From an optimization exercise on the open Yosys and OpenROAD flow, aimed at small area; shortcuts taken in it are not production practice. RTL that was checked went through simulation tests only; none was proved equivalent to the original. No activity file was given, so power comes from the tool's default toggle rates.

## the baseline
==> flow/design.v (excerpt) <==
module vga_enh_top (
	wb_clk_i, wb_rst_i, wb_inta_o,
	wbs_adr_i, wbs_dat_i, wbs_dat_o, wbs_sel_i, wbs_we_i, wbs_stb_i, wbs_cyc_i, wbs_ack_o, wbs_rty_o, wbs_err_o,
	wbm_adr_o, wbm_dat_i, wbm_cti_o, wbm_bte_o, wbm_sel_o, wbm_we_o, wbm_stb_o, wbm_cyc_o, wbm_ack_i, wbm_err_i,
	clut_mem_adr_o, clut_mem_we_o, clut_mem_d_o, clut_mem_q_i,
	line_mem_wadr_o, line_mem_we_o, line_mem_d_o, line_mem_radr_o, line_mem_q_i,
	hsync_pad_o, vsync_pad_o, csync_pad_o, blank_pad_o, r_pad_o, g_pad_o, b_pad_o
	);
	parameter ARST_LVL = 1'b0;
	parameter LINE_FIFO_AWIDTH = 7;
	input  wb_clk_i;              
	input  wb_rst_i;              
	output wb_inta_o;             
	input  [11:0] wbs_adr_i;      
	input  [31:0] wbs_dat_i;      
	output [31:0] wbs_dat_o;      
	input  [ 3:0] wbs_sel_i;      
	input         wbs_we_i;       
	input         wbs_stb_i;      
	input         wbs_cyc_i;      
	output        wbs_ack_o;      
	output        wbs_rty_o;      
  ...
For scale: ~320 I/O pins, about 0.069 mm² of cells after synthesis.
==> flow/config.mk <==
export PLATFORM = sky130hd
export DESIGN_NAME = vga_enh_top
export DESIGN_NICKNAME = vga_enh_top
export VERILOG_FILES = /design/flow/design.v
export SDC_FILE = /design/flow/constraint.sdc
export NUM_CORES = 4
export LEC_CHECK = 0
export CAP_MARGIN = 20
export CORE_MARGIN = 2
export CORE_UTILIZATION = 40
export SLEW_MARGIN = 20
==> flow/constraint.sdc <==
create_clock -name core_clock -period 10.0 [get_ports {wb_clk_i}]
set_input_delay 2.0000 -clock core_clock [delete_from_list [all_inputs] [get_ports {wb_clk_i}]]
set_output_delay 2.0000 -clock core_clock [all_outputs]
set_load 0.01 [all_outputs]
run.sh (not shown) runs the stock make flow with config.mk's settings and CLKGATE_MAP_FILE= SYNTH_SCRIPT=/design/flow/synth_recipe.tcl, a recipe that flattens the netlist after the stock synthesis.
Relative to the baseline, the following input files were edited for the candidate:
- setting ABC_AREA to 1 for the first time
- changing CORE_UTILIZATION from 40 to 60
- setting CTS_BUF_LIST to sky130_fd_sc_hd__clkbuf_4 for the first time
[summary]
- The area fraction of clock buffers and clock inverters number comes out higher for the baseline vs the candidate.
- [the candidate] share of cell area taken by flip-flops and latches fell 0.29 points relative to the baseline
- Between the baseline and the candidate, ratio of routed vias to standard cells increased.
- In the reports for the candidate and the baseline, the larger global-route track usage on met2 belongs to the candidate.
- Going from the baseline to the candidate, area added between synthesis and finish decreased 3.1 points, leakage power summed over all cells increased 16%, sequential cell count essentially unchanged, synthesized instance count increased 1,940.
- Fraction of layout instances using a drive strength above 1 (lower): the candidate
No functional check of the RTL was part of any run of this note.

* * *

Setup of job 3733:
vga_enh_top, a different RTL version from the one above (not shown whole).
For scale: roughly 4500 cells after synthesis, about 320 I/O pins.
Settings: LEC_CHECK=0, CAP_MARGIN=20, CORE_MARGIN=2, CORE_UTILIZATION=60, SLEW_MARGIN=20; clock period 10.0 ns.
standard.sh (not shown) runs the stock make flow with config.mk's settings and CLKGATE_MAP_FILE= SYNTH_SCRIPT=/design/flow/synth_recipe.tcl, a recipe that flattens the netlist after the stock synthesis.
==> flow/flow/run.sh <==
#!/bin/bash
# The standard layout (standard.sh), with three changes:
#  - after the standard synthesis, its combinational logic is re-mapped for
#    area by remap.sh (registers untouched: same instance names, same cells)
#  - port buffers use the smallest buffer cell
#  - clock tree: sink clusters of at most 16 flip-flops within 70 um, driven by clkbuf_8, no dummy loads
# Each tool's output goes to a log file in this folder (flow_*.log, remap_*.log)
# and ORFS's own logs are under orfs/logs.
set -euo pipefail
HERE=$(cd "$(dirname "$0")" && pwd)
R=orfs/results/$FLOW_PLATFORM/vga_enh_top/base
LIB=$FLOW_HOME/platforms/$FLOW_PLATFORM/lib/sky130_fd_sc_hd__tt_025C_1v80.lib

bash standard.sh synth > flow_synth.log 2>&1
cp $R/1_2_yosys.v $R/1_2_yosys.standard.v
bash "$HERE/remap.sh" $R/1_2_yosys.standard.v $R/1_2_yosys.v "$LIB" "$FLOW_TOP" > flow_remap.log 2>&1
rm -f $R/1_synth.odb $R/1_synth.sdc

export BUFFER_PORTS_ARGS="-buffer_cell sky130_fd_sc_hd__buf_1"
export CTS_ARGS="-sink_clustering_enable -repair_clock_nets -dont_use_dummy_load -sink_clustering_size 16 -sink_clustering_max_diameter 70 -buf_list sky130_fd_sc_hd__clkbuf_8"
bash standard.sh > flow_layout.log 2>&1
==> flow/flow/abc6.abc <==
strash
&get -n
&fraig -x
&put
dc2
dch -f
amap -F 2 -A 5
strash
dch -f
amap -F 2 -A 5
strash
dch -f
amap -F 2 -A 5
==> flow/flow/abc7.abc <==
strash
&get -n
&fraig -x
&put
dc2
dch -f
amap -F 3 -A 10
strash
dch -f
amap -F 3 -A 10
Other scripts of this flow, unchanged in this note and not shown: flow/flow/abc1.abc, flow/flow/abc2.abc, flow/flow/abc3.abc, flow/flow/abc4.abc, flow/flow/abc5.abc, flow/flow/dont_use.txt, flow/flow/remap.sh
Here is what was changed in the inputs of job 662 compared with job 3733.
-- flow/config.mk --
<<< job 3733, line 9
export CORE_MARGIN = 2
export CORE_UTILIZATION = 60
export SLEW_MARGIN = 20
>>> job 662, line 9
export CORE_MARGIN = 2
export CORE_UTILIZATION = 66
export SLEW_MARGIN = 20
### Flow results
- Job 3733 → job 662: clock period minus final worst setup slack fell 0.077 ns, switching power as a share of total power shows a reduction of 0.21 points, die area went down.
- First-pass GRT wire length delta for job 662 relative to job 3733: 1.6% lower
- Job 3733 → job 662: power consumed by the clock network now smaller, fraction of final layout cells sized beyond drive strength 1 was more or less identical, upper clock frequency limit went up by 1.2%, static leakage ~0 delta, via count +311.
- Job 662 vs job 3733 — count of non-CTS buffers in the layout rose about 3%.
- The number of cells in the design after placement in job 662 sits 109 below the value recorded for job 3733.
### job 662 -> job 9532
-- flow/flow/run.sh --
<<< job 662, line 5
#  - port buffers use the smallest buffer cell
#  - clock tree: sink clusters of at most 16 flip-flops within 70 um, driven by clkbuf_8, no dummy loads
# Each tool's output goes to a log file in this folder (flow_*.log, remap_*.log)
>>> job 9532, line 5
#  - port buffers use the smallest buffer cell
#  - clock tree: sink clusters of at most 16 flip-flops within 50 um, driven by clkbuf_8, no dummy loads
# Each tool's output goes to a log file in this folder (flow_*.log, remap_*.log)
<<< job 662, line 19
export BUFFER_PORTS_ARGS="-buffer_cell sky130_fd_sc_hd__buf_1"
export CTS_ARGS="-sink_clustering_enable -repair_clock_nets -dont_use_dummy_load -sink_clustering_size 16 -sink_clustering_max_diameter 70 -buf_list sky130_fd_sc_hd__clkbuf_8"
bash standard.sh > flow_layout.log 2>&1
>>> job 9532, line 19
export BUFFER_PORTS_ARGS="-buffer_cell sky130_fd_sc_hd__buf_1"
export CTS_ARGS="-sink_clustering_enable -repair_clock_nets -dont_use_dummy_load -sink_clustering_size 16 -sink_clustering_max_diameter 50 -buf_list sky130_fd_sc_hd__clkbuf_8"
bash standard.sh > flow_layout.log 2>&1
-- flow/config.mk --
<<< job 662, line 9
export CORE_MARGIN = 2
export CORE_UTILIZATION = 66
export SLEW_MARGIN = 20
>>> job 9532, line 9
export CORE_MARGIN = 2
export CORE_UTILIZATION = 60
export SLEW_MARGIN = 20
removed: flow/flow/abc6.abc
removed: flow/flow/abc7.abc
Sort job 9532 and job 662 by worst setup skew after layout desc -> top: job 9532. The run showing the greater critical path data required time is job 662. Job 662 → job 9532: die area up 10%; fill cell instance count of the final layout rose about 23%; pin count of the biggest net entering global routing higher. Higher final critical-path setup slack goes to job 662 over job 9532. Looking at share of power burned in the clock network, job 9532 sits 2.8 points higher than job 662 does.

what the ideal ports hide:
The results above use ideal ports. As a check the final layouts listed here were re-extracted and re-timed, cells and wires unchanged. Step 1 (the two cells are an assumption about what drives the block):
set clk [get_ports {wb_clk_i}]
set_driving_cell -lib_cell sky130_fd_sc_hd__clkbuf_16 $clk
set_driving_cell -lib_cell sky130_fd_sc_hd__buf_2 [delete_from_list [all_inputs] $clk]
Step 2 adds t to the input delays and takes it off the output delays; t is the mean of the earliest and latest rising clock arrival at the registers after step 1. Input paths then give back, and output paths get back, about the clock's delay inside the block. a / b / c = ideal / step 1 / step 2; a / b = the first two.
run	shift t [ns]	slack for setup (ns)	hold WS [ns]
the baseline	0.875	3.990 / 3.829 / 3.829	0.323 / 0.323 / 0.323
the candidate	1.363	3.492 / 3.417 / 3.686	0.322 / 0.322 / 0.322
job 3733	0.867	3.500 / 3.425 / 3.310	0.325 / 0.325 / 0.325
job 662	0.879	3.578 / 3.578 / 3.578	0.334 / 0.334 / 0.334
job 9532	0.902	3.569 / 3.569 / 3.569	0.326 / 0.326 / 0.326
After both steps every run listed still meets setup and hold. For job 3733, which loses most, drivers alone change the setup slack by -0.075 ns; drivers and shift together by -0.190 ns.
